From an optimization exercise on the open Yosys and OpenROAD flow, aimed at small area; shortcuts taken in it are not production practice. Only simulation tests tie the RTL to the original design; equivalence was not proved. No run shown here takes its clock network from TritonCTS; it comes from the design's own scripts or RTL. The clock port is modelled as an ideal driver, which makes a skipped or thinned clock tree look cheaper than it is; a real chip needs a root buffer or a tree. Power and IR drop assume default switching activity.

<file path="flow/constraint.sdc">
create_clock -name core_clock -period 10.0 [get_ports {clk}]
set_input_delay 2.0000 -clock core_clock [delete_from_list [all_inputs] [get_ports {clk}]]
set_output_delay 2.0000 -clock core_clock [all_outputs]
set_load 0.01 [all_outputs]
</file>
<file path="flow/standard.sh">
#!/bin/bash
# synth_recipe.tcl (not shown) runs the flow's synth.tcl, then flattens the netlist and writes it again
# the make line also repeats each setting of config.mk as NAME=value (left out here)
make -C /OpenROAD-flow-scripts/flow DESIGN_CONFIG=/design/flow/config.mk WORK_HOME=/design/flow/orfs CLKGATE_MAP_FILE= SYNTH_SCRIPT=/design/flow/synth_recipe.tcl "${@:-finish}"
</file>
<file path="flow/config.mk">
export PLATFORM = sky130hd
export DESIGN_NAME = poly_fir_stage1
export DESIGN_NICKNAME = poly_fir_stage1
export VERILOG_FILES = /design/flow/design.v
export SDC_FILE = /design/flow/constraint.sdc
export NUM_CORES = 8
export LEC_CHECK = 0
export CAP_MARGIN = 20
export CORE_MARGIN = 2
export CORE_UTILIZATION = 65
export GPL_TIMING_DRIVEN = 0
export SLEW_MARGIN = 20
</file>
<file path="flow/design.v">
module poly_fir_stage1 #(
    parameter int DECIMATION_FACTOR = 9,
    parameter int TAP_LEN          = 63,
    parameter int DATA_WIDTH       = 16,
    parameter int COEF_WIDTH       = 16,
    parameter int BUF_LEN          = 64
    )(
    input  logic                          clk,
    input  logic                          rst,
    input  logic                          din_valid,
    output logic                          dout_valid,
    input  logic signed [DATA_WIDTH-1:0]  din,
    output logic signed [DATA_WIDTH-1:0]  dout
    );
    localparam int LW = 20;           
    localparam int HW = 32 - LW;      
    wire accept = din_valid & ~rst;
    logic       qs;
    logic [2:0] qm;
    always_ff @(posedge clk) begin
        if (rst) begin
            qs <= 1'b0;
            qm <= 3'd4;
        end else if (accept) begin
            if (qs) begin
                if (qm == 3'd1) begin
                    qs <= 1'b0;
                    qm <= 3'd0;
                end else begin
                    qm <= qm - 3'd1;
                end
            end else begin
                if (qm == 3'd4) qs <= 1'b1;
                else qm <= qm + 3'd1;
            end
        end
    end
    logic       go;
    logic       busy;
    logic [1:0] r;
    logic [2:0] j;
    wire last = busy & (j == 3'd6) & (r == 2'd3);
    wire       busy_n = rst ? 1'b0 : (go | (busy & ~last));
    wire [2:0] j_n = (go | (j == 3'd6)) ? 3'd0 : j + 3'd1;
    wire [1:0] r_n = go ? 2'd0 : ((j == 3'd6) ? r + 2'd1 : r);
    always_ff @(posedge clk) begin
        go   <= accept;
        busy <= busy_n;
        j    <= j_n;
        r    <= r_n;
    end
    wire blk_end = last & ~qs & (qm == 3'd4);
    logic       ks, ks_n;
    logic [1:0] km, km_n;
    always_comb begin
        ks_n = ks;
        km_n = km;
        if (!blk_end) begin
            if (ks) begin
                if (km == 2'd1) begin
                    ks_n = 1'b0;
                    km_n = 2'd0;
                end else begin
                    km_n = km - 2'd1;
                end
            end else begin
                if (km == 2'd3) ks_n = 1'b1;
                else km_n = km + 2'd1;
            end
        end
    end
    always_ff @(posedge clk) begin
        ks <= ks_n;
        km <= km_n;
    end
    logic [4:0] rom;
    always_comb begin
        case ({qm, ks_n ^ qs, km_n, r_n})
            8'd0: rom = 5'b00100;
            8'd1: rom = 5'b00001;
            8'd2: rom = 5'b11000;
            8'd3: rom = 5'b00100;
            8'd4: rom = 5'b00100;
            8'd5: rom = 5'b10001;
            8'd6: rom = 5'b10010;
            8'd7: rom = 5'b00010;
            8'd8: rom = 5'b00010;
            8'd9: rom = 5'b00001;
            8'd10: rom = 5'b11000;
            8'd11: rom = 5'b00001;
            8'd12: rom = 5'b10100;
            8'd13: rom = 5'b00100;
            8'd14: rom = 5'b00000;
            8'd15: rom = 5'b00000;
            8'd16: rom = 5'b00100;
            8'd17: rom = 5'b00001;
            8'd18: rom = 5'b11000;
            8'd19: rom = 5'b00100;
            8'd20: rom = 5'b00100;
            8'd21: rom = 5'b10001;
            8'd22: rom = 5'b10010;
            8'd23: rom = 5'b00010;
            8'd24: rom = 5'b00010;
            8'd25: rom = 5'b00001;
            8'd26: rom = 5'b11000;
            8'd27: rom = 5'b00001;
            8'd28: rom = 5'b10100;
            8'd29: rom = 5'b00100;
            8'd30: rom = 5'b00000;
            8'd31: rom = 5'b00000;
            8'd32: rom = 5'b10100;
            8'd33: rom = 5'b00001;
            8'd34: rom = 5'b11000;
            8'd35: rom = 5'b00100;
            8'd36: rom = 5'b11000;
            8'd37: rom = 5'b00001;
            8'd38: rom = 5'b10001;
            8'd39: rom = 5'b00010;
            8'd40: rom = 5'b00000;
            8'd41: rom = 5'b00000;
            8'd42: rom = 5'b10100;
            8'd43: rom = 5'b00001;
            8'd44: rom = 5'b10001;
            8'd45: rom = 5'b01000;
            8'd46: rom = 5'b00000;
            8'd47: rom = 5'b00000;
            8'd48: rom = 5'b10100;
            8'd49: rom = 5'b00001;
            8'd50: rom = 5'b11000;
            8'd51: rom = 5'b00100;
            8'd52: rom = 5'b10001;
            8'd53: rom = 5'b10010;
            8'd54: rom = 5'b10100;
            8'd55: rom = 5'b00010;
            8'd56: rom = 5'b00010;
            8'd57: rom = 5'b00100;
            8'd58: rom = 5'b00100;
            8'd59: rom = 5'b00000;
            8'd60: rom = 5'b10100;
            8'd61: rom = 5'b00010;
            8'd62: rom = 5'b00000;
            8'd63: rom = 5'b00000;
            8'd64: rom = 5'b11000;
            8'd65: rom = 5'b10001;
            8'd66: rom = 5'b01000;
            8'd67: rom = 5'b00010;
            8'd68: rom = 5'b00001;
            8'd69: rom = 5'b00001;
            8'd70: rom = 5'b00000;
            8'd71: rom = 5'b00010;
            8'd72: rom = 5'b00100;
            8'd73: rom = 5'b10001;
            8'd74: rom = 5'b10010;
            8'd75: rom = 5'b00001;
            8'd76: rom = 5'b11000;
            8'd77: rom = 5'b10010;
            8'd78: rom = 5'b00001;
            8'd79: rom = 5'b00000;
            8'd80: rom = 5'b11000;
            8'd81: rom = 5'b10001;
            8'd82: rom = 5'b01000;
            8'd83: rom = 5'b00010;
            8'd84: rom = 5'b00010;
            8'd85: rom = 5'b11000;
            8'd86: rom = 5'b01000;
            8'd87: rom = 5'b00001;
            8'd88: rom = 5'b00000;
            8'd89: rom = 5'b10010;
            8'd90: rom = 5'b00100;
            8'd91: rom = 5'b00000;
            8'd92: rom = 5'b00000;
            8'd93: rom = 5'b00001;
            8'd94: rom = 5'b00000;
            8'd95: rom = 5'b00000;
            8'd96: rom = 5'b10001;
            8'd97: rom = 5'b00100;
            8'd98: rom = 5'b00100;
            8'd99: rom = 5'b00010;
            8'd100: rom = 5'b00000;
            8'd101: rom = 5'b00001;
            8'd102: rom = 5'b00001;
            8'd103: rom = 5'b00010;
            8'd104: rom = 5'b11000;
            8'd105: rom = 5'b00000;
            8'd106: rom = 5'b10001;
            8'd107: rom = 5'b00001;
            8'd108: rom = 5'b10100;
            8'd109: rom = 5'b00000;
            8'd110: rom = 5'b00001;
            8'd111: rom = 5'b00000;
            8'd112: rom = 5'b10001;
            8'd113: rom = 5'b00100;
            8'd114: rom = 5'b00100;
            8'd115: rom = 5'b00010;
            8'd116: rom = 5'b10100;
            8'd117: rom = 5'b00100;
            8'd118: rom = 5'b00010;
            8'd119: rom = 5'b00001;
            8'd120: rom = 5'b00100;
            8'd121: rom = 5'b00001;
            8'd122: rom = 5'b00010;
            8'd123: rom = 5'b00000;
            8'd124: rom = 5'b11000;
            8'd125: rom = 5'b00001;
            8'd126: rom = 5'b00000;
            8'd127: rom = 5'b00000;
            8'd128: rom = 5'b00001;
            8'd129: rom = 5'b10010;
            8'd130: rom = 5'b00100;
            8'd131: rom = 5'b00010;
            8'd132: rom = 5'b00001;
            8'd133: rom = 5'b00000;
            8'd134: rom = 5'b00010;
            8'd135: rom = 5'b00010;
            8'd136: rom = 5'b00001;
            8'd137: rom = 5'b00000;
            8'd138: rom = 5'b00000;
            8'd139: rom = 5'b00001;
            8'd140: rom = 5'b00010;
            8'd141: rom = 5'b00010;
            8'd142: rom = 5'b00001;
            8'd143: rom = 5'b00000;
            8'd144: rom = 5'b00001;
            8'd145: rom = 5'b10010;
            8'd146: rom = 5'b00100;
            8'd147: rom = 5'b00010;
            8'd148: rom = 5'b00001;
            8'd149: rom = 5'b00001;
            8'd150: rom = 5'b00001;
            8'd151: rom = 5'b00001;
            8'd152: rom = 5'b11000;
            8'd153: rom = 5'b10010;
            8'd154: rom = 5'b00010;
            8'd155: rom = 5'b00000;
            8'd156: rom = 5'b00010;
            8'd157: rom = 5'b00000;
            8'd158: rom = 5'b00000;
            8'd159: rom = 5'b00000;
            default: rom = 5'd0;
        endcase
    end
    logic [4:0] dg;
    always_ff @(posedge clk) begin
        dg <= rom & {5{busy_n}};
    end
    wire       neg = dg[4];
    wire [3:0] sel = dg[3:0];
    logic signed [15:0] x;
    always_ff @(posedge clk) begin
        if (accept) x <= din;
    end
    logic [17:0] x3;
    logic [17:0] c3;
    logic        c9;
    assign x3[0] = x[0];
    assign c3[1] = 1'b0;
    genvar gi;
    generate
        for (gi = 1; gi < 17; gi++) begin : g_x3
            wire aa = (gi < 16) ? x[gi] : x[15];
            wire bb = x[gi-1];
            wire ci = (gi == 9) ? c9 : c3[gi];
            assign x3[gi] = aa ^ bb ^ ci;
            assign c3[gi+1] = (aa & bb) | (aa & ci) | (bb & ci);
        end
    endgenerate
    assign x3[17] = x[15];
    always_ff @(posedge clk) begin
        c9 <= c3[9];
    end
    wire [18:0] xe = {{3{x[15]}}, x};
    wire [18:0] mx = ({19{sel[0]}} & xe)
                   | ({19{sel[1]}} & {xe[17:0], 1'b0})
                   | ({19{sel[2]}} & {x3[17], x3})
                   | ({19{sel[3]}} & {xe[16:0], 2'b00});
    wire [18:0] mn = mx ^ {19{neg}};
    logic [31:0] term;
    always_comb begin
        case (r)
            2'd0: term = {{13{mn[18]}}, mn};
            2'd1: term = {{10{mn[18]}}, mn, {3{neg}}};
            2'd2: term = {{7{mn[18]}}, mn, {6{neg}}};
            default: term = {{4{mn[18]}}, mn, {9{neg}}};
        endcase
    end
    localparam int UW = HW - 1;       
    logic [LW+UW:0] ring [0:6];
    wire clr  = busy & qs & (qm == 3'd4) & ~ks & (km == 2'd3) & (r == 2'd0);
    wire fin  = busy & ~qs & (qm == 3'd4) & ks & (km == 2'd3) & (r == 2'd1);
    wire role0 = ks & (km == 2'd3);
    wire [LW+UW:0] a = ring[6] & {(LW+UW+1){~clr}};
    logic e31, e31v;
    wire  a31 = e31v ? e31 : a[LW+UW];
    logic [LW-1:0] lsum;
    logic [LW:0]   lc;
    logic [HW-1:0] hsum;
    logic [HW:0]   hc;
    wire  [HW-1:0] ah = {a31, a[LW+UW:LW+1]};
    assign lc[0] = neg;
    assign hc[0] = a[LW];
    generate
        for (gi = 0; gi < LW; gi++) begin : g_lo
            assign lsum[gi] = a[gi] ^ term[gi] ^ lc[gi];
            assign lc[gi+1] = (a[gi] & term[gi]) | (a[gi] & lc[gi]) | (term[gi] & lc[gi]);
        end
        for (gi = 0; gi < HW; gi++) begin : g_hi
            assign hsum[gi] = ah[gi] ^ term[LW+gi] ^ hc[gi];
            assign hc[gi+1] = (ah[gi] & term[LW+gi]) | (ah[gi] & hc[gi]) | (term[LW+gi] & hc[gi]);
        end
    endgenerate
    always_ff @(posedge clk) begin
        ring[0] <= {hsum[UW-1:0], lc[LW], lsum};
        for (int i = 1; i < 7; i++) ring[i] <= ring[i-1];
        if (role0) e31 <= hsum[HW-1];
        if (blk_end) e31v <= 1'b0;
        else if (role0) e31v <= 1'b1;
    end
    always_ff @(posedge clk) begin
        if (rst) dout_valid <= 1'b0;
        else dout_valid <= fin;
    end
    wire [30:0] acc = {ring[0][LW+UW:LW+1], ring[0][LW-1:0]};
    wire [1:0] top = {e31, acc[30]};
    assign dout = (top == 2'b01) ? 16'sh7fff :
                  (top == 2'b10) ? 16'sh8000 : acc[30:15];
endmodule
</file>
<file path="flow/flow/run.sh">
#!/bin/bash
# Own layout flow: the standard flow (standard.sh) with changes that only affect how the
# layout is built:
#  - synthesis: flow/synth.tcl (the standard flow's synthesis script with an area-oriented ABC mapping;
#    same registers, names and cell types),
#  - port buffers use the smallest buffer cell,
#  - the clock tree is built by flow/cts_manual.tcl (one root buffer, nine leaf buffers over
#    equal groups of flip-flops) in place of clock_tree_synthesis,
set -euo pipefail
here=$(pwd)
export OWN_ABC_SCRIPT="$here/flow/area.abc"
export BUFFER_PORTS_ARGS="-buffer_cell sky130_fd_sc_hd__buf_1"
export PRE_CTS_TCL="$here/flow/cts_manual.tcl"
export OWN_CTS_LEAVES=9 OWN_CTS_COLS=3 OWN_CTS_CLOCK_PORT=clk
export OWN_CTS_LEAF_BUF=sky130_fd_sc_hd__clkbuf_16 OWN_CTS_ROOT_BUF=sky130_fd_sc_hd__clkbuf_8
sed "s#SYNTH_SCRIPT=[^ ]*#SYNTH_SCRIPT=$here/flow/synth.tcl#" standard.sh > own_standard.sh
bash own_standard.sh finish > make_flow.log 2>&1
</file>
<file path="flow/flow/cts_manual.tcl">
# Clock tree for this design, built in place of clock_tree_synthesis (sourced by ORFS cts.tcl
# through PRE_CTS_TCL). One root buffer drives OWN_CTS_LEAVES leaf buffers; the flip-flops are
# split into that many groups of equal size (columns by x, then rows by y) and each leaf buffer
# sits at the centre of its group. Detailed placement in cts.tcl then legalizes the buffers.
rename clock_tree_synthesis ::orfs_clock_tree_synthesis
proc clock_tree_synthesis {args} {
  set block [ord::get_db_block]
  set db [ord::get_db]
  set nleaf $::env(OWN_CTS_LEAVES)
  set ncol $::env(OWN_CTS_COLS)
  set leaf_master [$db findMaster $::env(OWN_CTS_LEAF_BUF)]
  set root_master [$db findMaster $::env(OWN_CTS_ROOT_BUF)]
  set clk_net [[$block findBTerm $::env(OWN_CTS_CLOCK_PORT)] getNet]
  set sinks {}
  foreach it [$clk_net getITerms] {
    set bb [[$it getInst] getBBox]
    lappend sinks [list $it [expr {([$bb xMin] + [$bb xMax]) / 2}] [expr {([$bb yMin] + [$bb yMax]) / 2}]]
  }
  set n [llength $sinks]
  puts "manual CTS: $n sinks, $nleaf leaves in $ncol columns"
  set sinks [lsort -integer -index 1 $sinks]
  # split into columns with leaf counts as even as possible, sinks per leaf as even as possible
  set groups {}
  set pos 0
  set leaves_left $nleaf
  for {set c 0} {$c < $ncol} {incr c} {
    set lc [expr {int(ceil(double($leaves_left) / ($ncol - $c)))}]
    set cnt [expr {int(round(double($n - $pos) * $lc / $leaves_left))}]
    set col [lsort -integer -index 2 [lrange $sinks $pos [expr {$pos + $cnt - 1}]]]
    set p2 0
    for {set l 0} {$l < $lc} {incr l} {
      set c2 [expr {int(round(double($cnt - $p2) / ($lc - $l)))}]
      lappend groups [lrange $col $p2 [expr {$p2 + $c2 - 1}]]
      incr p2 $c2
    }
    incr pos $cnt
    incr leaves_left -$lc
  }
  set root [odb::dbInst_create $block $root_master "clkbuf_root_own"]
  set root_net [odb::dbNet_create $block "clknet_root_own"]
  $root_net setSigType CLOCK
  set lx 0; set ly 0
  set i 0
  foreach g $groups {
    set sx 0; set sy 0
    foreach s $g { incr sx [lindex $s 1]; incr sy [lindex $s 2] }
    set cx [expr {$sx / [llength $g]}]
    set cy [expr {$sy / [llength $g]}]
    set buf [odb::dbInst_create $block $leaf_master "clkbuf_leaf_own_$i"]
    set net [odb::dbNet_create $block "clknet_leaf_own_$i"]
    $net setSigType CLOCK
    $buf setLocation $cx $cy
    $buf setPlacementStatus PLACED
    [$buf findITerm A] connect $root_net
    [$buf findITerm X] connect $net
    foreach s $g {
      set it [lindex $s 0]
      $it disconnect
      $it connect $net
    }
    puts "manual CTS: leaf $i at ($cx, $cy) drives [llength $g] sinks"
    incr lx $cx; incr ly $cy
    incr i
  }
  $root setLocation [expr {$lx / $nleaf}] [expr {$ly / $nleaf}]
  $root setPlacementStatus PLACED
  [$root findITerm A] connect $clk_net
  [$root findITerm X] connect $root_net
  set_propagated_clock [all_clocks]
}
</file>
<file path="flow/flow/synth.tcl">
# The standard synthesis (synth_recipe.tcl) with two changes to the combinational mapping only:
# Yosys's synth runs without its internal quick ABC pass (so full adders are extracted from the
# RTL's own adder structure), and the final ABC mapping uses flow/area.abc. Register inference,
# flip-flop mapping, flattening and renaming are unchanged.
proc synth {args} { yosys synth -nofsm -noshare -noabc {*}$args }
proc abc {args} {
  set i [lsearch -exact $args -script]
  if {$i >= 0} { lset args [expr {$i+1}] $::env(OWN_ABC_SCRIPT) }
  yosys abc {*}$args
}
source $::env(SCRIPTS_DIR)/synth.tcl
# left out here: clear keep_hierarchy, flatten, clean up, hide names made inside functions, write 1_2_yosys.v
</file>
<file path="flow/flow/area.abc">
strash
 &get -n
 &fraig -x
 &put
 scorr
 dc2
 strash
 &get -n
 &deepsyn -J 300
 &synch2
 &dch -f
 &nf -a -R 1000
 &put
 mfs3 -a
 strash
 &get -n
 &dch -f
 &nf -a -R 1000
 &put
</file>
==> reports/results.tsv, run 1 <==
stage	metric	value	unit
global_route	first-pass GRT wire length	26.5	mm
route	initial DRC count	640	
placed_design	pre-CTS setup slack	-0.0317	ns
pwr	Int Pwr	2.15	mW
synth	count of mapped cells out of synthesis	699	
pwr	power per cell area	363	nW/um2
global_route	number of antenna violations at the first check in global routing	0	
layout	final layout net count	826	
layout	Fillers	857	
sta	Setup Skew	0.0119	ns
global_route	overall routing resource usage	23.6	%
pwr	combinational group share of total power	34.2	%
synth	Synth Warn #	2	
pwr	power consumption	3.38	mW
sta	total negative slack	0	ns
route	Routed Antenna Nets	0	
synth	synthesized netlist net count	776	
setup_path	required time at the endpoint of the critical path	10.35	ns
sta	number of endpoints failing setup at the final stage	0	
placed_design	I/O Buffers	35	
clock_tree	hold buffer count at CTS	0	
hold_path	worst min-delay path category	reg2reg	
sta	unrepaired setup endpoints after global routing	false	
synth	Cell variety after synth	42	
synth	most used flip-flop cell after synthesis	sky130_fd_sc_hd__dfxtp_1	
route	top sig layer	met4	
synth	number of enable-type register cells in the synthesized netlist	17	
synth	syn avg cell area	12.4	um2
pwr	IR drop worst, VDD	0.000215	V
synth	post-synthesis instance area	8650	um2
synth	most area-hungry cell type in the Yosys netlist	sky130_fd_sc_hd__dfxtp_1	
global_route	vias in the first global route	5135	
clock_tree	clock-pin slew reported for the worst setup and hold paths after clock tree synthesis	0.11	ns
synth	#FFs+latches synth	263	
sta	Max Clk Rate	104	MHz
pwr	static leakage	3.86	nW
synth	Synth top cells by count	246 x sky130_fd_sc_hd__dfxtp_1, 80 x sky130_fd_sc_hd__nand2_1, 49 x sky130_fd_sc_hd__nor2_1	
synth	sequential-to-total area share from yosys stat	62.8	%
floorplan	number of cell rows	42	
sta	minimum clock period after layout	9.61	ns
floorplan	IO Pins	36	
pwr	Switching Share	36.5	%
run_status	status	finished clean	
route	Routed WL per cell	18.1	um
flow_run	Max Cap Violations	0	
route	routed metal-1 wirelength	7.44	mm
layout	Area growth syn-to-layout	7.56	%
setup_path	crit end category	register	
sta	final cycle utilization of the critical path	96.1	%
setup_path	largest driver fanout on the critical path	17	
route	met3 WL	1.10	mm
layout	post-route cell area	9310	um2
sta	Slew Viols, Final	0	
floorplan	full die area	14200	um2
setup_path	type of element launching the critical path	register	
route	number of vias per cell after detailed routing	5.74	
synth	fraction of registers with async set/reset	0	%
pwr	sequential cell fraction of total power	52.4	%
sta	Worst-Margin Slew	1.06	ns
route	total wire length	16.7	mm
route	DR DRC count	0	
sta	post-route worst setup slack	0.394	ns
placed_design	global placement routability congestion	0.883	
pwr	switching power	1.23	mW
placed_design	DPL Wire Length	11.5	mm
setup_path	data arrival time at the worst-slack endpoint	9.96	ns
clock_tree	source-to-sink clock delay at the later pin of the worst-skew pair	0.47	ns
floorplan	Die Span Y	119	um
placed_design	post-placement cell area	9040	um2
synth	top cells by area, synth	sky130_fd_sc_hd__dfxtp_1 57%, sky130_fd_sc_hd__fa_1 10%, sky130_fd_sc_hd__edfxtp_1 5.9%	
floorplan	Die W	119	um
global_route	maximum number of pins on one net before global-route repair	31	
sta	worst hold-check slack	0.335	ns
layout	fraction of layout instances using a drive strength above 1	2.95	%
route	via count	5295	
layout	antenna fix cells	0	
route	total length of routed met2 wires	7.85	mm
sta	Max-Slew Margin vs Limit	27.5	%
floorplan	Initial Utilization	65.9	%
synth	area fraction of the dominant cell type after synthesis	56.9	%
floorplan	core region area	13100	um2
setup_path	critical path start-end classification	reg2reg	
route	length of the first detailed-routing pass in iterations	8	
sta	number of hold violations in the final report	0	
pwr	share of total power in the clock network	13.4	%
synth	most common cell in the synthesized netlist	sky130_fd_sc_hd__dfxtp_1	
global_route	global route overflow	0	
[through the flow]
step | util [%] | instances
global route | 70.8 | 923
finish | 70.8 | 923
floorplan | - | 699
detailed placement | 68.8 | 911
CTS | 70.8 | 923
global placement | 68.6 | 910
[power by group through the flow]
stage               clock network [mW]  registers [mW]  logic, mW
finish                           0.454            1.77       1.16
CTS                              0.461            1.78       1.16
global placement                     0            1.74       1.07
floorplan                            0            1.69      0.797
detailed placement                   0            1.78       1.12
global route                     0.492            1.82       1.29
[kinds of logic (layout without fill, tap and decap cells)]
kind of cell / Yosys count / after routing / share of synthesized area [%]
compound gates: 122 / 122 / 9.89
xor+xnor: 26 / 26 / 2.63
fa+ha+maj: 58 / 58 / 12.3
buf+inv: 16 / 64 / 0.694
flops: 263 / 263 / 62.8
mux: 5 / 5 / 0.578
simple gates: 209 / 209 / 11.1
[final timing paths]
kind,endpoint,depth (start not counted),slack (ns),startpoint
max,ring[0][19]$_DFF_P_,25,0.39,qm[0]$_SDFFE_PP0P_
min,ring[4][11]$_DFF_P_,0,0.33,ring[3][11]$_DFF_P_
max reg2reg,ring[0][19]$_DFF_P_,25,0.39,qm[0]$_SDFFE_PP0P_
min reg2reg,ring[4][11]$_DFF_P_,0,0.33,ring[3][11]$_DFF_P_
[cell usage in the layout (no fill, tap or decap), types with 6 or more instances in the layout]
master / n
sky130_fd_sc_hd__dfxtp_1: 244
sky130_fd_sc_hd__nand2_1: 80
sky130_fd_sc_hd__nor2_1: 49
sky130_fd_sc_hd__fa_1: 45
sky130_fd_sc_hd__nor2b_1: 37
sky130_fd_sc_hd__buf_1: 36
sky130_fd_sc_hd__o21ai_0: 26
sky130_fd_sc_hd__a22oi_1: 24
sky130_fd_sc_hd__a21oi_1: 18
sky130_fd_sc_hd__xor2_1: 17
sky130_fd_sc_hd__edfxtp_1: 17
sky130_fd_sc_hd__a222oi_1: 16
sky130_fd_sc_hd__clkinv_1: 15
sky130_fd_sc_hd__nand3_1: 12
sky130_fd_sc_hd__ha_1: 12
sky130_fd_sc_hd__clkbuf_16: 9
sky130_fd_sc_hd__xnor2_1: 8
sky130_fd_sc_hd__nor3_1: 8
sky130_fd_sc_hd__o31ai_1: 6
[metal layers]
layer	GRT usage, %	vias up
li1	-	2498
met1	34.2	2526
met2	39.7	234
met3	2.25	37
met4	3.97	0
met5	0	-
[flip-flops by register name (all words and copies together), names as in the netlist, 2 cells and up]
name and cells:
qm 3, dg 5, ring 224, r 2
x 16, km 2, j 3
[worst max-delay path, stage by stage, from the launching register on]
cell and delay (ns):
sky130_fd_sc_hd__dfxtp_1 0.52, sky130_fd_sc_hd__clkinv_1 0.21, sky130_fd_sc_hd__ha_1 0.23, sky130_fd_sc_hd__nand2_1 0.18
sky130_fd_sc_hd__nor3_4 0.21, sky130_fd_sc_hd__nor2b_1 0.10, sky130_fd_sc_hd__fa_1 0.45, sky130_fd_sc_hd__fa_1 0.39
sky130_fd_sc_hd__fa_1 0.40, sky130_fd_sc_hd__fa_1 0.39, sky130_fd_sc_hd__fa_1 0.38, sky130_fd_sc_hd__fa_1 0.39
sky130_fd_sc_hd__fa_1 0.41, sky130_fd_sc_hd__fa_1 0.43, sky130_fd_sc_hd__fa_1 0.40, sky130_fd_sc_hd__fa_1 0.39
sky130_fd_sc_hd__fa_1 0.38, sky130_fd_sc_hd__fa_1 0.39, sky130_fd_sc_hd__fa_1 0.39, sky130_fd_sc_hd__fa_1 0.38
sky130_fd_sc_hd__fa_1 0.38, sky130_fd_sc_hd__fa_1 0.39, sky130_fd_sc_hd__fa_1 0.39, sky130_fd_sc_hd__fa_1 0.39
sky130_fd_sc_hd__fa_1 0.43, sky130_fd_sc_hd__fa_1 0.47
[cell type report]
type	count	area (um2)	share of cell area, %
plain buffers	11	243	2.61
inverters	15	56.3	0.605
multi-input cells	420	3190	34.3
flip-flops and latches	263	5440	58.4
well taps	176	220	2.37
repair buffers	38	161	1.73
[what timing repair did]
item                                    in CTS  in global routing
buffers inserted                             2                  0
pin swaps                                    1                  0
endpoints found under the setup margin       2                  1
endpoints found under the hold margin        0                  0
gates resized for setup                      1                  1
==> inputs of run 2 (changes only) <==
--- a/flow/flow/run.sh
+++ b/flow/flow/run.sh
@@ -12,5 +12,5 @@
 export BUFFER_PORTS_ARGS="-buffer_cell sky130_fd_sc_hd__buf_1"
 export PRE_CTS_TCL="$here/flow/cts_manual.tcl"
-export OWN_CTS_LEAVES=9 OWN_CTS_COLS=3 OWN_CTS_CLOCK_PORT=clk
+export OWN_CTS_LEAVES=8 OWN_CTS_COLS=3 OWN_CTS_CLOCK_PORT=clk
 export OWN_CTS_LEAF_BUF=sky130_fd_sc_hd__clkbuf_16 OWN_CTS_ROOT_BUF=sky130_fd_sc_hd__clkbuf_8
 sed "s#SYNTH_SCRIPT=[^ ]*#SYNTH_SCRIPT=$here/flow/synth.tcl#" standard.sh > own_standard.sh
==> reports/results.tsv, run 2 <==
stage	metric	value	unit
layout	highest-count cells in the layout ignoring fill and taps	245 x sky130_fd_sc_hd__dfxtp_1, 80 x sky130_fd_sc_hd__nand2_1, 49 x sky130_fd_sc_hd__nor2_1	
sta	Max Clk Rate	105	MHz
sta	number of hold violations in the final report	0	
setup_path	CP Buf/Inv Count	1	
setup_path	data arrival time at the worst-slack endpoint	9.87	ns
synth	Synth top cells by count	246 x sky130_fd_sc_hd__dfxtp_1, 80 x sky130_fd_sc_hd__nand2_1, 49 x sky130_fd_sc_hd__nor2_1	
layout	fraction of layout instances using a drive strength above 1	2.68	%
sta	unrepaired setup endpoints after global routing	false	
layout	Area growth syn-to-layout	7.26	%
synth	#FFs+latches synth	263	
layout	area occupied by multi-input gates	3190	um2
synth	fraction of registers with async set/reset	0	%
synth	area fraction of the dominant cell type after synthesis	56.9	%
placed_design	global placement routability congestion	0.883	
sta	Max-Slew Margin vs Limit	26.0	%
route	number of vias per cell after detailed routing	5.72	
global_route	number of antenna violations at the first check in global routing	0	
synth	top cells by area, synth	sky130_fd_sc_hd__dfxtp_1 57%, sky130_fd_sc_hd__fa_1 10%, sky130_fd_sc_hd__edfxtp_1 5.9%	
clock_tree	source-to-sink clock delay at the later pin of the worst-skew pair	0.46	ns
placed_design	pre-CTS setup slack	-0.0317	ns
synth	Synth Warn #	2	
synth	Cell variety after synth	42	
setup_path	type of element launching the critical path	register	
setup_path	crit end category	register	
hold_path	hold wc startpoint	ring[3][9]$_DFF_P_	
synth	most used flip-flop cell after synthesis	sky130_fd_sc_hd__dfxtp_1	
flow_run	Max Cap Violations	0	
floorplan	number of cell rows	42	
route	DR DRC count	0	
floorplan	core region area	13100	um2
global_route	overall routing resource usage	23.6	%
pwr	IR drop worst, VDD	0.000166	V
layout	Fillers	873	
floorplan	Die Span Y	119	um
pwr	power per cell area	361	nW/um2
synth	most common cell in the synthesized netlist	sky130_fd_sc_hd__dfxtp_1	
synth	most area-hungry cell type in the Yosys netlist	sky130_fd_sc_hd__dfxtp_1	
floorplan	Initial Utilization	65.9	%
placed_design	I/O Buffers	35	
sta	Slew Viols, Final	0	
synth	syn avg cell area	12.4	um2
route	initial DRC count	593	
route	via count	5270	
floorplan	full die area	14200	um2
layout	Storage cell area	5440	um2
global_route	maximum number of pins on one net before global-route repair	34	
setup_path	Reg2Reg Setup Slack	0.48	ns
route	Routed WL per cell	18.0	um
setup_path	required time at the endpoint of the critical path	10.36	ns
synth	post-synthesis instance area	8650	um2
hold_path	number of instances on the worst hold path	0	
synth	synthesized netlist net count	776	
route	length of the first detailed-routing pass in iterations	10	
route	total wire length	16.6	mm
hold_path	worst min-delay path category	reg2reg	
setup_path	number of cells on the critical path	25	
sta	final cycle utilization of the critical path	95.2	%
layout	Reg with most FFs	ring	
clock_tree	hold buffer count at CTS	0	
sta	Setup Skew	0.0150	ns
run_status	status	finished clean	
sta	post-route worst setup slack	0.484	ns
layout	number of flip-flops in the largest register	224	
sta	number of endpoints failing setup at the final stage	0	
synth	sequential-to-total area share from yosys stat	62.8	%
global_route	first-pass GRT wire length	26.7	mm
global_route	global route overflow	0	
layout	leading registers by flop count	ring (224), x (16), dg (5)	
setup_path	Critical Path Most Common Cell	sky130_fd_sc_hd__fa_1	
setup_path	logic depth of the worst register-to-register path	25	
layout	most common cell after layout, fill and taps aside	sky130_fd_sc_hd__dfxtp_1	
setup_path	critical path start-end classification	reg2reg	
sta	minimum clock period after layout	9.52	ns
synth	count of mapped cells out of synthesis	699	
route	Routed Antenna Nets	0	
sta	worst hold-check slack	0.337	ns
pwr	static leakage	3.85	nW
placed_design	DPL Wire Length	11.5	mm
setup_path	largest stage delay on the critical path	0.50	ns
hold_path	worst min-delay path endpoint	ring[4][9]$_DFF_P_	
setup_path	cell with the largest stage delay on the worst path	sky130_fd_sc_hd__dfxtp_1	
floorplan	IO Pins	36	
setup_path	startpoint of the worst-slack reg-to-reg timing path	qm[1]$_SDFFE_PP0P_	
clock_tree	clock-pin slew reported for the worst setup and hold paths after clock tree synthesis	0.12	ns
setup_path	largest driver fanout on the critical path	15	
global_route	vias in the first global route	5197	
sta	Worst-Margin Slew	1.08	ns
floorplan	Die W	119	um
synth	number of enable-type register cells in the synthesized netlist	17	
layout	antenna fix cells	0	
setup_path	category of cells accounting for the largest share of critical-path delay	adder cells	
layout	final layout net count	825	
setup_path	FF-to-FF End	ring[0][19]$_DFF_P_	
## run 2: cell count changes in the layout (fill, tap and decap cells not counted), sizes merged
| cell | change |
|---|---|
| clkbuf | -1 |
## run 2: routing by layer
| layer | vias up | global-route usage, % | part of all wire [%] |
|---|---|---|---|
| li1 | 2502 | - | - |
| met1 | 2526 | 34.4 | 45 |
| met2 | 212 | 40.0 | 47 |
| met3 | 30 | 1.58 | 6.1 |
| met4 | 0 | 4.12 | 2.3 |
| met5 | - | 0 | 0 |
## run 2: worst max path at each step
stage	from	end	slack, ns
after global placement	qm[1]$_SDFFE_PP0P_	ring[0][19]$_DFF_P_	-1.18
final	qm[1]$_SDFFE_PP0P_	ring[0][19]$_DFF_P_	0.48
after global routing	qm[1]$_SDFFE_PP0P_	ring[0][19]$_DFF_P_	0.09
after CTS	r[0]$_DFF_P_	ring[0][19]$_DFF_P_	0.08
after detailed placement	qm[1]$_SDFFE_PP0P_	ring[0][19]$_DFF_P_	-0.03
after floorplan	qm[0]$_SDFFE_PP0P_	ring[0][19]$_DFF_P_	0.13
## run 2: power breakdown
group / switching, mW / internal, mW / total [mW] / leakage (nW)
Combinational: 0.739 / 0.409 / 1.15 / 1.52
Sequential: 0.204 / 1.57 / 1.77 / 2.23
Clock: 0.276 / 0.154 / 0.430 / 0.106
## run 2: layout make-up
class                           count  area share (%)
Buffer                             10            2.35
Tap cell                          176            2.37
Multi-Input combinational cell    420            34.4
Inverter                           15           0.607
Sequential cell                   263            58.6
Timing Repair Buffer               38            1.74
## run 2: what timing repair did
| item | in CTS | in global routing |
|---|---|---|
| setup buffers | 2 | 0 |
| endpoints found under the setup margin | 2 | 2 |
| resized for setup | 0 | 1 |
| cloned | 0 | 0 |
| hold endpoints to repair | 0 | 0 |
| pin swaps | 1 | 0 |
## run 2: kinds of logic (layout without fill, tap and decap cells)
logic type / after synthesis / in the layout / share of synthesized area, %
buf+inv: 16 / 63 / 0.694
mux: 5 / 5 / 0.578
flops: 263 / 263 / 62.8
compound gates: 122 / 122 / 9.89
xor+xnor: 26 / 26 / 2.63
simple gates: 209 / 209 / 11.1
fa+ha+maj: 58 / 58 / 12.3
## run 2: metrics by stage
stage / cells / util (%) / cell area (um2) / setup TNS (ns) / total power, mW
3_3_place_gp: 910 / 68.6 / 9010 / -3.50 / 2.81
3_5_place_dp: 911 / 68.8 / 9040 / -0.0317 / 2.90
2_1_floorplan: 699 / - / 8660 / 0 / 2.49
4_1_cts: 922 / 70.6 / 9270 / 0 / 3.35
6_report: 922 / 70.6 / 9280 / 0 / 3.35
5_1_grt: 922 / 70.6 / 9280 / 0 / 3.56
==> inputs of run 3 (changes only) <==
==> flow/design.v (replaced) <==
module poly_fir_stage1 #(
    parameter int DECIMATION_FACTOR = 9,
    parameter int TAP_LEN          = 63,
    parameter int DATA_WIDTH       = 16,
    parameter int COEF_WIDTH       = 16,
    parameter int BUF_LEN          = 64
    )(
    input  logic                          clk,
    input  logic                          rst,
    input  logic                          din_valid,
    output logic                          dout_valid,
    input  logic signed [DATA_WIDTH-1:0]  din,
    output logic signed [DATA_WIDTH-1:0]  dout
    );
    localparam int LW = 20;           
    localparam int HW = 32 - LW;      
    wire accept = din_valid & ~rst;
    logic       qs;
    logic [2:0] qm;
    always_ff @(posedge clk) begin
        if (rst) begin
            qs <= 1'b0;
            qm <= 3'd4;
        end else if (accept) begin
            if (qs) begin
                if (qm == 3'd1) begin
                    qs <= 1'b0;
                    qm <= 3'd0;
                end else begin
                    qm <= qm - 3'd1;
                end
            end else begin
                if (qm == 3'd4) qs <= 1'b1;
                else qm <= qm + 3'd1;
            end
        end
    end
    logic [1:0] r, r_n;
    logic [2:0] j, j_n;
    wire busy = (j != 3'd7);
    wire last = (j == 3'd6) & (r == 2'd3);
    always_comb begin
        if (rst) begin
            j_n = 3'd7;
            r_n = 2'd0;
        end else if (accept) begin
            j_n = 3'd7;
            r_n = 2'd3;
        end else if (j == 3'd7) begin
            j_n = (r == 2'd3) ? 3'd0 : 3'd7;
            r_n = 2'd0;
        end else if (j == 3'd6) begin
            j_n = (r == 2'd3) ? 3'd7 : 3'd0;
            r_n = r + 2'd1;
        end else begin
            j_n = j + 3'd1;
            r_n = r;
        end
    end
    wire busy_n = (j_n != 3'd7);
    always_ff @(posedge clk) begin
        j <= j_n;
        r <= r_n;
    end
    wire blk_end = last & ~qs & (qm == 3'd4);
    logic       ks, ks_n;
    logic [1:0] km, km_n;
    always_comb begin
        ks_n = ks;
        km_n = km;
        if (!blk_end) begin
            if (ks) begin
                if (km == 2'd1) begin
                    ks_n = 1'b0;
                    km_n = 2'd0;
                end else begin
                    km_n = km - 2'd1;
                end
            end else begin
                if (km == 2'd3) ks_n = 1'b1;
                else km_n = km + 2'd1;
            end
        end
    end
    always_ff @(posedge clk) begin
        ks <= ks_n;
        km <= km_n;
    end
    logic [3:0] rom;
    always_comb begin
        case ({qm, ks_n ^ qs, km_n, r_n})
            8'd0: rom = 4'b0011;
            8'd1: rom = 4'b0001;
            8'd2: rom = 4'b1100;
            8'd3: rom = 4'b0011;
            8'd4: rom = 4'b0011;
            8'd5: rom = 4'b1001;
            8'd6: rom = 4'b1010;
            8'd7: rom = 4'b0010;
            8'd8: rom = 4'b0010;
            8'd9: rom = 4'b0001;
            8'd10: rom = 4'b1100;
            8'd11: rom = 4'b0001;
            8'd12: rom = 4'b1011;
            8'd13: rom = 4'b0011;
            8'd14: rom = 4'b0000;
            8'd15: rom = 4'b0000;
            8'd16: rom = 4'b0011;
            8'd17: rom = 4'b0001;
            8'd18: rom = 4'b1100;
            8'd19: rom = 4'b0011;
            8'd20: rom = 4'b0011;
            8'd21: rom = 4'b1001;
            8'd22: rom = 4'b1010;
            8'd23: rom = 4'b0010;
            8'd24: rom = 4'b0010;
            8'd25: rom = 4'b0001;
            8'd26: rom = 4'b1100;
            8'd27: rom = 4'b0001;
            8'd28: rom = 4'b1011;
            8'd29: rom = 4'b0011;
            8'd30: rom = 4'b0000;
            8'd31: rom = 4'b0000;
            8'd32: rom = 4'b1011;
            8'd33: rom = 4'b0001;
            8'd34: rom = 4'b1100;
            8'd35: rom = 4'b0011;
            8'd36: rom = 4'b1100;
            8'd37: rom = 4'b0001;
            8'd38: rom = 4'b1001;
            8'd39: rom = 4'b0010;
            8'd40: rom = 4'b0000;
            8'd41: rom = 4'b0000;
            8'd42: rom = 4'b1011;
            8'd43: rom = 4'b0001;
            8'd44: rom = 4'b1001;
            8'd45: rom = 4'b0100;
            8'd46: rom = 4'b0000;
            8'd47: rom = 4'b0000;
            8'd48: rom = 4'b1011;
            8'd49: rom = 4'b0001;
            8'd50: rom = 4'b1100;
            8'd51: rom = 4'b0011;
            8'd52: rom = 4'b1001;
            8'd53: rom = 4'b1010;
            8'd54: rom = 4'b1011;
            8'd55: rom = 4'b0010;
            8'd56: rom = 4'b0010;
            8'd57: rom = 4'b0011;
            8'd58: rom = 4'b0011;
            8'd59: rom = 4'b0000;
            8'd60: rom = 4'b1011;
            8'd61: rom = 4'b0010;
            8'd62: rom = 4'b0000;
            8'd63: rom = 4'b0000;
            8'd64: rom = 4'b1100;
            8'd65: rom = 4'b1001;
            8'd66: rom = 4'b0100;
            8'd67: rom = 4'b0010;
            8'd68: rom = 4'b0001;
            8'd69: rom = 4'b0001;
            8'd70: rom = 4'b0000;
            8'd71: rom = 4'b0010;
            8'd72: rom = 4'b0011;
            8'd73: rom = 4'b1001;
            8'd74: rom = 4'b1010;
            8'd75: rom = 4'b0001;
            8'd76: rom = 4'b1100;
            8'd77: rom = 4'b1010;
            8'd78: rom = 4'b0001;
            8'd79: rom = 4'b0000;
            8'd80: rom = 4'b1100;
            8'd81: rom = 4'b1001;
            8'd82: rom = 4'b0100;
            8'd83: rom = 4'b0010;
            8'd84: rom = 4'b0010;
            8'd85: rom = 4'b1100;
            8'd86: rom = 4'b0100;
            8'd87: rom = 4'b0001;
            8'd88: rom = 4'b0000;
            8'd89: rom = 4'b1010;
            8'd90: rom = 4'b0011;
            8'd91: rom = 4'b0000;
            8'd92: rom = 4'b0000;
            8'd93: rom = 4'b0001;
            8'd94: rom = 4'b0000;
            8'd95: rom = 4'b0000;
            8'd96: rom = 4'b1001;
            8'd97: rom = 4'b0011;
            8'd98: rom = 4'b0011;
            8'd99: rom = 4'b0010;
            8'd100: rom = 4'b0000;
            8'd101: rom = 4'b0001;
            8'd102: rom = 4'b0001;
            8'd103: rom = 4'b0010;
            8'd104: rom = 4'b1100;
            8'd105: rom = 4'b0000;
            8'd106: rom = 4'b1001;
            8'd107: rom = 4'b0001;
            8'd108: rom = 4'b1011;
            8'd109: rom = 4'b0000;
            8'd110: rom = 4'b0001;
            8'd111: rom = 4'b0000;
            8'd112: rom = 4'b1001;
            8'd113: rom = 4'b0011;
            8'd114: rom = 4'b0011;
            8'd115: rom = 4'b0010;
            8'd116: rom = 4'b1011;
            8'd117: rom = 4'b0011;
            8'd118: rom = 4'b0010;
            8'd119: rom = 4'b0001;
            8'd120: rom = 4'b0011;
            8'd121: rom = 4'b0001;
            8'd122: rom = 4'b0010;
            8'd123: rom = 4'b0000;
            8'd124: rom = 4'b1100;
            8'd125: rom = 4'b0001;
            8'd126: rom = 4'b0000;
            8'd127: rom = 4'b0000;
            8'd128: rom = 4'b0001;
            8'd129: rom = 4'b1010;
            8'd130: rom = 4'b0011;
            8'd131: rom = 4'b0010;
            8'd132: rom = 4'b0001;
            8'd133: rom = 4'b0000;
            8'd134: rom = 4'b0010;
            8'd135: rom = 4'b0010;
            8'd136: rom = 4'b0001;
            8'd137: rom = 4'b0000;
            8'd138: rom = 4'b0000;
            8'd139: rom = 4'b0001;
            8'd140: rom = 4'b0010;
            8'd141: rom = 4'b0010;
            8'd142: rom = 4'b0001;
            8'd143: rom = 4'b0000;
            8'd144: rom = 4'b0001;
            8'd145: rom = 4'b1010;
            8'd146: rom = 4'b0011;
            8'd147: rom = 4'b0010;
            8'd148: rom = 4'b0001;
            8'd149: rom = 4'b0001;
            8'd150: rom = 4'b0001;
            8'd151: rom = 4'b0001;
            8'd152: rom = 4'b1100;
            8'd153: rom = 4'b1010;
            8'd154: rom = 4'b0010;
            8'd155: rom = 4'b0000;
            8'd156: rom = 4'b0010;
            8'd157: rom = 4'b0000;
            8'd158: rom = 4'b0000;
            8'd159: rom = 4'b0000;
            default: rom = 4'd0;
        endcase
    end
    logic [3:0] dg;
    always_ff @(posedge clk) begin
        dg <= rom & {4{busy_n}};
    end
    wire       neg = dg[3];
    wire [3:0] sel = {dg[2], dg[1] & dg[0], dg[1] & ~dg[0], ~dg[1] & dg[0]};
    logic signed [15:0] x;
    always_ff @(posedge clk) begin
        if (accept) x <= din;
    end
    logic [17:0] x3;
    logic [17:0] c3;
    logic        c9;
    assign x3[0] = x[0];
    assign c3[1] = 1'b0;
    genvar gi;
    generate
        for (gi = 1; gi < 17; gi++) begin : g_x3
            wire aa = (gi < 16) ? x[gi] : x[15];
            wire bb = x[gi-1];
            wire ci = (gi == 9) ? c9 : c3[gi];
            assign x3[gi] = aa ^ bb ^ ci;
            assign c3[gi+1] = (aa & bb) | (aa & ci) | (bb & ci);
        end
    endgenerate
    assign x3[17] = x[15];
    always_ff @(posedge clk) begin
        c9 <= c3[9];
    end
    wire [18:0] xe = {{3{x[15]}}, x};
    wire [18:0] mx = ({19{sel[0]}} & xe)
                   | ({19{sel[1]}} & {xe[17:0], 1'b0})
                   | ({19{sel[2]}} & {x3[17], x3})
                   | ({19{sel[3]}} & {xe[16:0], 2'b00});
    wire [18:0] mn = mx ^ {19{neg}};
    logic [31:0] term;
    always_comb begin
        case (r)
            2'd0: term = {{13{mn[18]}}, mn};
            2'd1: term = {{10{mn[18]}}, mn, {3{neg}}};
            2'd2: term = {{7{mn[18]}}, mn, {6{neg}}};
            default: term = {{4{mn[18]}}, mn, {9{neg}}};
        endcase
    end
    localparam int UW = HW - 1;       
    logic [LW+UW:0] ring [0:6];
    wire clr  = busy & qs & (qm == 3'd4) & ~ks & (km == 2'd3) & (r == 2'd0);
    wire fin  = busy & ~qs & (qm == 3'd4) & ks & (km == 2'd3) & (r == 2'd1);
    wire role0 = ks & (km == 2'd3);
    wire [LW+UW:0] a = ring[6] & {(LW+UW+1){~clr}};
    logic e31, e31v;
    wire  a31 = e31v ? e31 : a[LW+UW];
    logic [LW-1:0] lsum;
    logic [LW:0]   lc;
    logic [HW-1:0] hsum;
    logic [HW:0]   hc;
    wire  [HW-1:0] ah = {a31, a[LW+UW:LW+1]};
    assign lc[0] = neg;
    assign hc[0] = a[LW];
    generate
        for (gi = 0; gi < LW; gi++) begin : g_lo
            assign lsum[gi] = a[gi] ^ term[gi] ^ lc[gi];
            assign lc[gi+1] = (a[gi] & term[gi]) | (a[gi] & lc[gi]) | (term[gi] & lc[gi]);
        end
        for (gi = 0; gi < HW; gi++) begin : g_hi
            assign hsum[gi] = ah[gi] ^ term[LW+gi] ^ hc[gi];
            assign hc[gi+1] = (ah[gi] & term[LW+gi]) | (ah[gi] & hc[gi]) | (term[LW+gi] & hc[gi]);
        end
    endgenerate
    always_ff @(posedge clk) begin
        ring[0] <= {hsum[UW-1:0], lc[LW], lsum};
        for (int i = 1; i < 7; i++) ring[i] <= ring[i-1];
        if (role0) e31 <= hsum[HW-1];
        if (blk_end) e31v <= 1'b0;
        else if (role0) e31v <= 1'b1;
    end
    always_ff @(posedge clk) begin
        if (rst) dout_valid <= 1'b0;
        else dout_valid <= fin;
    end
    wire [30:0] acc = {ring[0][LW+UW:LW+1], ring[0][LW-1:0]};
    wire [1:0] top = {e31, acc[30]};
    assign dout = (top == 2'b01) ? 16'sh7fff :
                  (top == 2'b10) ? 16'sh8000 : acc[30:15];
endmodule
--- a/flow/flow/run.sh
+++ b/flow/flow/run.sh
@@ -12,6 +12,6 @@
 export BUFFER_PORTS_ARGS="-buffer_cell sky130_fd_sc_hd__buf_1"
 export PRE_CTS_TCL="$here/flow/cts_manual.tcl"
-export OWN_CTS_LEAVES=8 OWN_CTS_COLS=3 OWN_CTS_CLOCK_PORT=clk
-export OWN_CTS_LEAF_BUF=sky130_fd_sc_hd__clkbuf_16 OWN_CTS_ROOT_BUF=sky130_fd_sc_hd__clkbuf_8
+export OWN_CTS_LEAVES=9 OWN_CTS_COLS=3 OWN_CTS_CLOCK_PORT=clk
+export OWN_CTS_LEAF_BUF=sky130_fd_sc_hd__clkbuf_16 OWN_CTS_ROOT_BUF=sky130_fd_sc_hd__clkbuf_4
 sed "s#SYNTH_SCRIPT=[^ ]*#SYNTH_SCRIPT=$here/flow/synth.tcl#" standard.sh > own_standard.sh
 bash own_standard.sh finish > make_flow.log 2>&1
==> reports/results.tsv, run 3 <==
stage	metric	value	unit
run_status	status	finished clean	
layout	Area growth syn-to-layout	7.82	%
route	Routed WL per cell	16.0	um
route	via count	5018	
synth	most common cell in the synthesized netlist	sky130_fd_sc_hd__dfxtp_1	
global_route	overall routing resource usage	20.1	%
layout	Post-Route Utilization	72.4	%
floorplan	Die Span Y	119	um
hold_path	number of instances on the worst hold path	0	
layout	number of flip-flops in the largest register	224	
setup_path	startpoint of the worst-slack reg-to-reg timing path	r[1]$_DFF_P_	
setup_path	required time at the endpoint of the critical path	10.49	ns
pwr	IR drop worst, VDD	0.000218	V
sta	minimum clock period after layout	9.63	ns
route	number of vias per cell after detailed routing	5.58	
synth	fraction of registers with async set/reset	0	%
pwr	power per cell area	331	nW/um2
setup_path	crit end category	register	
layout	fraction of layout instances using a drive strength above 1	3.31	%
synth	most area-hungry cell type in the Yosys netlist	sky130_fd_sc_hd__dfxtp_1	
sta	number of hold violations in the final report	0	
layout	most common cell after layout, fill and taps aside	sky130_fd_sc_hd__dfxtp_1	
global_route	number of antenna violations at the first check in global routing	1	
placed_design	post-placement cell area	8920	um2
global_route	global route overflow	0	
layout	leading registers by flop count	ring (224), x (16), dg (4)	
route	length of the first detailed-routing pass in iterations	7	
route	Routed Antenna Nets	0	
floorplan	IO Pins	36	
setup_path	type of element launching the critical path	register	
sta	Slew Viols, Final	0	
synth	post-synthesis instance area	8540	um2
hold_path	worst min-delay path endpoint	ring[4][20]$_DFF_P_	
global_route	met2 track demand over resource	32.2	%
hold_path	worst min-delay path category	reg2reg	
clock_tree	clock-pin slew reported for the worst setup and hold paths after clock tree synthesis	0.10	ns
setup_path	FF-to-FF End	ring[0][19]$_DFF_P_	
sta	Setup Skew	0.0176	ns
synth	synthesized netlist net count	755	
floorplan	core region area	12700	um2
synth	number of enable-type register cells in the synthesized netlist	17	
synth	top cells by area, synth	sky130_fd_sc_hd__dfxtp_1 57%, sky130_fd_sc_hd__fa_1 11%, sky130_fd_sc_hd__edfxtp_1 6.0%	
synth	Synth top cells by count	243 x sky130_fd_sc_hd__dfxtp_1, 63 x sky130_fd_sc_hd__nand2_1, 50 x sky130_fd_sc_hd__nor2_1	
global_route	most used routing layer in global routing	met2	
setup_path	critical path start-end classification	reg2reg	
global_route	vias in the first global route	4731	
floorplan	number of cell rows	41	
layout	highest-count cells in the layout ignoring fill and taps	241 x sky130_fd_sc_hd__dfxtp_1, 63 x sky130_fd_sc_hd__nand2_1, 50 x sky130_fd_sc_hd__nor2_1	
global_route	fraction of met3 tracks used by global routing	2.03	%
sta	final cycle utilization of the critical path	96.3	%
sta	Worst-Margin Slew	1.03	ns
synth	Cell variety after synth	41	
synth	most used flip-flop cell after synthesis	sky130_fd_sc_hd__dfxtp_1	
floorplan	Initial Utilization	67.1	%
synth	syn avg cell area	12.6	um2
sta	unrepaired setup endpoints after global routing	false	
hold_path	hold wc startpoint	ring[3][20]$_DFF_P_	
sta	number of endpoints failing setup at the final stage	0	
route	initial DRC count	592	
setup_path	Reg2Reg Setup Slack	0.37	ns
clock_tree	source-to-sink clock delay at the later pin of the worst-skew pair	0.61	ns
placed_design	I/O Buffers	35	
sta	total negative slack	0	ns
pwr	static leakage	3.80	nW
synth	#FFs+latches synth	260	
route	DR DRC count	0	
sta	worst hold-check slack	0.332	ns
setup_path	data arrival time at the worst-slack endpoint	10.12	ns
synth	count of mapped cells out of synthesis	677	
flow_run	Max Cap Violations	0	
synth	area fraction of the dominant cell type after synthesis	57.0	%
floorplan	full die area	14100	um2
synth	sequential-to-total area share from yosys stat	62.9	%
floorplan	Die W	119	um
global_route	maximum number of pins on one net before global-route repair	38	
pwr	power consumption	3.05	mW
sta	Max Clk Rate	104	MHz
route	total wire length	14.4	mm
placed_design	global placement routability congestion	0.942	
global_route	grt met1 use	30.7	%
placed_design	DPL Wire Length	9.87	mm
setup_path	logic depth of the worst register-to-register path	24	
layout	final layout net count	806	
layout	post-route cell area	9210	um2
setup_path	largest driver fanout on the critical path	20	
sta	Max-Slew Margin vs Limit	30.6	%
layout	Fillers	910	
synth	Synth Warn #	2	
global_route	first-pass GRT wire length	23.5	mm
clock_tree	hold buffer count at CTS	0	
layout	Reg with most FFs	ring	
run 3: cell count changes in the layout (fill, tap and decap cells not counted), sizes merged, moves of 6 or more:
cell | previous run | this run
a222oi | 16 | 25
nand2 | 80 | 63
nand3 | 12 | 3
a22oi | 24 | 13
a21oi | 18 | 24
run 3: worst max path at each step:
stage,startpoint,endpoint,cells after the start
5_1_grt,x[1]$_DFFE_PP_,ring[0][19]$_DFF_P_,25
2_1_floorplan,r[0]$_DFF_P_,ring[0][19]$_DFF_P_,25
3_5_place_dp,r[1]$_DFF_P_,ring[0][19]$_DFF_P_,26
3_3_place_gp,r[0]$_DFF_P_,ring[0][19]$_DFF_P_,25
4_1_cts,r[1]$_DFF_P_,ring[0][19]$_DFF_P_,26
6_report,r[1]$_DFF_P_,ring[0][19]$_DFF_P_,24
run 3: cells by family after synthesis:
logic type	after synthesis	synth area share (%)
simple gates	177	9.63
fa+ha+maj	59	12.6
buf+inv	21	0.923
mux	6	0.718
flops	260	62.9
compound gates	128	10.5
xor+xnor	26	2.67
run 3: critical path: stages, from the launching register on:
cell and delay (ns):
sky130_fd_sc_hd__dfxtp_1 0.40, sky130_fd_sc_hd__clkinv_1 0.17, sky130_fd_sc_hd__ha_1 0.47, sky130_fd_sc_hd__o31ai_2 0.36, sky130_fd_sc_hd__o21ai_0 0.17, sky130_fd_sc_hd__fa_1 0.40, sky130_fd_sc_hd__fa_1 0.40, sky130_fd_sc_hd__fa_1 0.40
sky130_fd_sc_hd__fa_1 0.40, sky130_fd_sc_hd__fa_1 0.39, sky130_fd_sc_hd__fa_1 0.38, sky130_fd_sc_hd__fa_1 0.38, sky130_fd_sc_hd__fa_1 0.38, sky130_fd_sc_hd__fa_1 0.38, sky130_fd_sc_hd__fa_1 0.39, sky130_fd_sc_hd__fa_2 0.38
sky130_fd_sc_hd__fa_1 0.39, sky130_fd_sc_hd__fa_1 0.40, sky130_fd_sc_hd__fa_1 0.41, sky130_fd_sc_hd__fa_1 0.40, sky130_fd_sc_hd__fa_1 0.40, sky130_fd_sc_hd__fa_1 0.39, sky130_fd_sc_hd__fa_1 0.41, sky130_fd_sc_hd__fa_1 0.39
sky130_fd_sc_hd__fa_1 0.44
run 3: metal layers:
metal | part of all wire (%) | vias up | routed length, um
li1 | - | 2430 | -
met1 | 48 | 2369 | 6950
met2 | 44 | 191 | 6310
met3 | 5.9 | 28 | 844
met4 | 1.8 | 0 | 257
met5 | 0 | - | 0
run 3: what timing repair did:
| item | 4_1_cts | 5_1_grt |
|---|---|---|
| pin swaps | 1 | 2 |
| setup endpoints to repair | 2 | 2 |
| setup buffers | 1 | 2 |
| gates resized for setup | 0 | 6 |
run 3: final cells by class:
| cell class | count | area [um2] | area share, % |
|---|---|---|---|
| Timing Repair Buffer | 39 | 169 | 1.83 |
| Tap cell | 172 | 215 | 2.34 |
| Buffer | 11 | 236 | 2.57 |
| Antenna cell | 1 | 2.50 | 0.0272 |
| Multi-Input combinational cell | 396 | 3130 | 34.0 |
| Sequential cell | 260 | 5380 | 58.4 |
| Inverter | 20 | 75.1 | 0.815 |
run 3: where the power goes:
group          switching (mW)  leakage [nW]  internal [mW]
logic                   0.611          1.49          0.354
clock network           0.274         0.116          0.164
registers               0.157          2.19           1.49
total                    1.04          3.80           2.01
run 3: per-stage QoR:
stage | worst slack [ns] | cells
after CTS | 0.0552 | 896
final | 0.373 | 899
after global routing | 0.0196 | 898
after global placement | -1.36 | 884
after floorplan | 0.0404 | 677
after detailed placement | -0.377 | 885
==> inputs of run 4 (changes only) <==
--- a/flow/design.v
+++ b/flow/design.v
@@ -84,6 +84,11 @@
     end
     always_ff @(posedge clk) begin
-        ks <= ks_n;
-        km <= km_n;
+        if (rst) begin
+            ks <= 1'b1;
+            km <= 2'd3;
+        end else begin
+            ks <= ks_n;
+            km <= km_n;
+        end
     end
     logic [3:0] rom;
==> reports/results.tsv, run 4 <==
stage	metric	value	unit
run_status	status	finished clean	
route	initial DRC count	421	
synth	Synth top cells by count	243 x sky130_fd_sc_hd__dfxtp_1, 71 x sky130_fd_sc_hd__nand2_1, 51 x sky130_fd_sc_hd__nor2_1	
global_route	vias in the first global route	5061	
floorplan	core region area	13100	um2
sta	Worst-Margin Slew	0.957	ns
synth	synthesized netlist net count	778	
layout	highest-count cells in the layout ignoring fill and taps	241 x sky130_fd_sc_hd__dfxtp_1, 71 x sky130_fd_sc_hd__nand2_1, 51 x sky130_fd_sc_hd__nor2_1	
floorplan	Die W	119	um
setup_path	critical path start-end classification	reg2reg	
setup_path	required time at the endpoint of the critical path	10.47	ns
clock_tree	hold buffer count at CTS	0	
synth	post-synthesis share of cell area spent on full adders, half adders and majority gates	12.5	%
layout	leading registers by flop count	ring (224), x (16), dg (4)	
global_route	most used routing layer in global routing	met2	
clock_tree	clock-pin slew reported for the worst setup and hold paths after clock tree synthesis	0.11	ns
route	DR DRC count	0	
sta	minimum clock period after layout	9.66	ns
floorplan	Initial Utilization	66.0	%
placed_design	global placement routability congestion	0.873	
synth	synthesized-area fraction occupied by and/or/nand/nor cells	10.6	%
route	Routed Antenna Nets	0	
pwr	static leakage	3.85	nW
global_route	number of antenna violations at the first check in global routing	1	
setup_path	largest driver fanout on the critical path	20	
layout	Reg with most FFs	ring	
route	total wire length	15.9	mm
sta	Max Clk Rate	104	MHz
synth	area fraction of the dominant cell type after synthesis	56.3	%
synth	count of mapped cells out of synthesis	700	
sta	number of endpoints failing setup at the final stage	0	
clock_tree	source-to-sink clock delay at the later pin of the worst-skew pair	0.61	ns
global_route	grt met1 use	34.2	%
synth	sequential-to-total area share from yosys stat	62.2	%
setup_path	largest stage delay on the critical path	0.47	ns
synth	Synth Warn #	2	
setup_path	cell with the largest stage delay on the worst path	sky130_fd_sc_hd__ha_1	
synth	dominant combinational cell family by area after synthesis	adder cells	
layout	Area growth syn-to-layout	8.17	%
route	via count	5289	
synth	fraction of registers with async set/reset	0	%
synth	Cell variety after synth	41	
placed_design	DPL Wire Length	11.2	mm
layout	final layout net count	832	
setup_path	cell-by-cell trace of the critical path	clkinv_1 -> ha_1 -> o31ai_2 -> nand2_1 -> fa_1 -> fa_1 -> fa_1 -> fa_1 -> fa_1 -> fa_1 -> fa_1 -> fa_1 -> fa_1 -> fa_1 -> fa_1 -> fa_1 -> fa_1 -> fa_1 -> fa_1 -> fa_1 -> fa_1 -> fa_1 -> fa_1 -> fa_1	
global_route	global route overflow	0	
synth	most area-hungry cell type in the Yosys netlist	sky130_fd_sc_hd__dfxtp_1	
synth	synthesized-area fraction occupied by ao, oa, aoi and oai cells	10.7	%
layout	fraction of layout instances using a drive strength above 1	3.72	%
sta	final cycle utilization of the critical path	96.6	%
global_route	first-pass GRT wire length	25.9	mm
setup_path	Critical Path Most Common Cell	sky130_fd_sc_hd__fa_1	
sta	number of hold violations in the final report	0	
route	number of vias per cell after detailed routing	5.70	
layout	number of flip-flops in the largest register	224	
synth	top cells by area, synth	sky130_fd_sc_hd__dfxtp_1 56%, sky130_fd_sc_hd__fa_1 10%, sky130_fd_sc_hd__edfxtp_1 5.9%	
pwr	power per cell area	311	nW/um2
setup_path	type of element launching the critical path	register	
route	Routed WL per cell	17.2	um
floorplan	IO Pins	36	
route	length of the first detailed-routing pass in iterations	9	
synth	most used flip-flop cell after synthesis	sky130_fd_sc_hd__dfxtp_1	
floorplan	full die area	14200	um2
global_route	maximum number of pins on one net before global-route repair	39	
setup_path	crit end category	register	
synth	syn avg cell area	12.3	um2
pwr	power consumption	2.91	mW
layout	antenna fix cells	0	
setup_path	data arrival time at the worst-slack endpoint	10.13	ns
sta	Slew Viols, Final	0	
flow_run	Max Cap Violations	0	
layout	Fillers	882	
sta	Setup Skew	0.0148	ns
global_route	overall routing resource usage	22.8	%
synth	#FFs+latches synth	260	
global_route	met2 track demand over resource	37.9	%
synth	most common cell in the synthesized netlist	sky130_fd_sc_hd__dfxtp_1	
sta	Max-Slew Margin vs Limit	36.1	%
synth	Post-Synth XOR/XNOR Area	2.64	%
synth	post-synthesis instance area	8640	um2
floorplan	number of cell rows	42	
placed_design	I/O Buffers	35	
hold_path	worst min-delay path category	reg2reg	
layout	most common cell after layout, fill and taps aside	sky130_fd_sc_hd__dfxtp_1	
sta	total negative slack	0	ns
global_route	fraction of met3 tracks used by global routing	1.63	%
floorplan	Die Span Y	119	um
pwr	IR drop worst, VDD	0.000155	V
synth	mux contribution to synthesized area	0.695	%
synth	number of enable-type register cells in the synthesized netlist	17	
run 4: cell families (layout without fill, tap and decap cells):
group                    count (synthesis)  after routing
multiplexers                             6              6
buffers and inverters                   15             67
flip-flops                             260            260
AO/OA/AOI/OAI                          137            137
XOR/XNOR                                26             26
AND/OR/NAND/NOR                        197            197
adder cells (fa/ha/maj)                 59             59
run 4: what timing repair did:
action | CTS | global route
setup buffers | 1 | 3
gates cloned | 0 | 0
setup endpoints to repair | 2 | 2
pin swaps | 1 | 1
gates resized for setup | 0 | 9
run 4: area by class of cell:
cell class              count  area [um2]  share of cell area, %
plain buffers              11         236                   2.53
inverters                  14        56.3                  0.603
multi-input cells         425        3250                   34.8
flip-flops and latches    260        5380                   57.6
well taps                 176         220                   2.36
repair buffers             42         196                   2.10
run 4: path summary, 6_finish.rpt:
kind,startpoint,to,depth (start not counted),slack [ns]
setup / recovery,r[1]$_DFF_P_,ring[0][19]$_DFF_P_,24,0.34
hold / removal,ring[4][31]$_DFF_P_,ring[5][31]$_DFF_P_,0,0.32
setup reg to reg,r[1]$_DFF_P_,ring[0][19]$_DFF_P_,24,0.34
hold reg to reg,ring[4][31]$_DFF_P_,ring[5][31]$_DFF_P_,0,0.32
run 4: metrics by stage:
stage / std cells / instance area (um2) / worst slack [ns] / hold WS [ns] / util (%)
6_report: 928 / 9340 / 0.343 / 0.323 / 71.4
5_1_grt: 928 / 9340 / -0.0114 / 0.336 / 71.4
4_1_cts: 924 / 9270 / 0.0837 / 0.332 / 70.8
3_5_place_dp: 913 / 9030 / -0.340 / 0.312 / 69.0
3_3_place_gp: 911 / 8990 / -1.28 / 0.310 / 68.7
2_1_floorplan: 700 / 8640 / 0.0387 / 0.310 / -
run 4: power breakdown:
part	internal, mW	switching, mW
clock	0.164	0.272
combinational	0.298	0.508
sequential	1.50	0.161
run 4: worst max-delay path: cells and delay by family (launching register included):
family,cells,cell delay [ns]
DFF,1,0.40
and+or+nand+nor,1,0.11
buffers and inverters,1,0.17
adders and majority gates,21,8.46
AOI/OAI and AO/OA,1,0.36
run 4: layer usage:
metal  up-vias  part of all wire (%)
met2       167                    48
met4         2                   1.8
met5         -                  0.12
met3        22                   4.8
met1      2571                    45
li1       2527                     -

[afterwards: timing with drivers on the ports]
No port has a modelled driver above. Below, the same layouts with a new extraction and two added sets of constraints.
Step 1 sets driving cells, clkbuf_16 on the clock port and buf_2 on the other inputs (assumed; they add their load-dependent delay and slew).
Step 2 moves the port delays by t, midway between the first and last clock arrival at a register: inputs arrive t later, outputs are due t later. That takes back most of the time a late clock gives input paths.
a / b / c = ideal / step 1 / step 2; a / b = the first two.
run	t (ns)	setup WS [ns]	worst setup path at the end
run 1	0.499	0.394 / 0.394 / 0.394	register to register
run 2	0.491	0.484 / 0.484 / 0.484	register to register
run 3	0.637	0.373 / 0.373 / 0.373	register to register
run 4	0.631	0.343 / 0.343 / 0.343	register to register
After both steps every run listed still meets setup and hold.
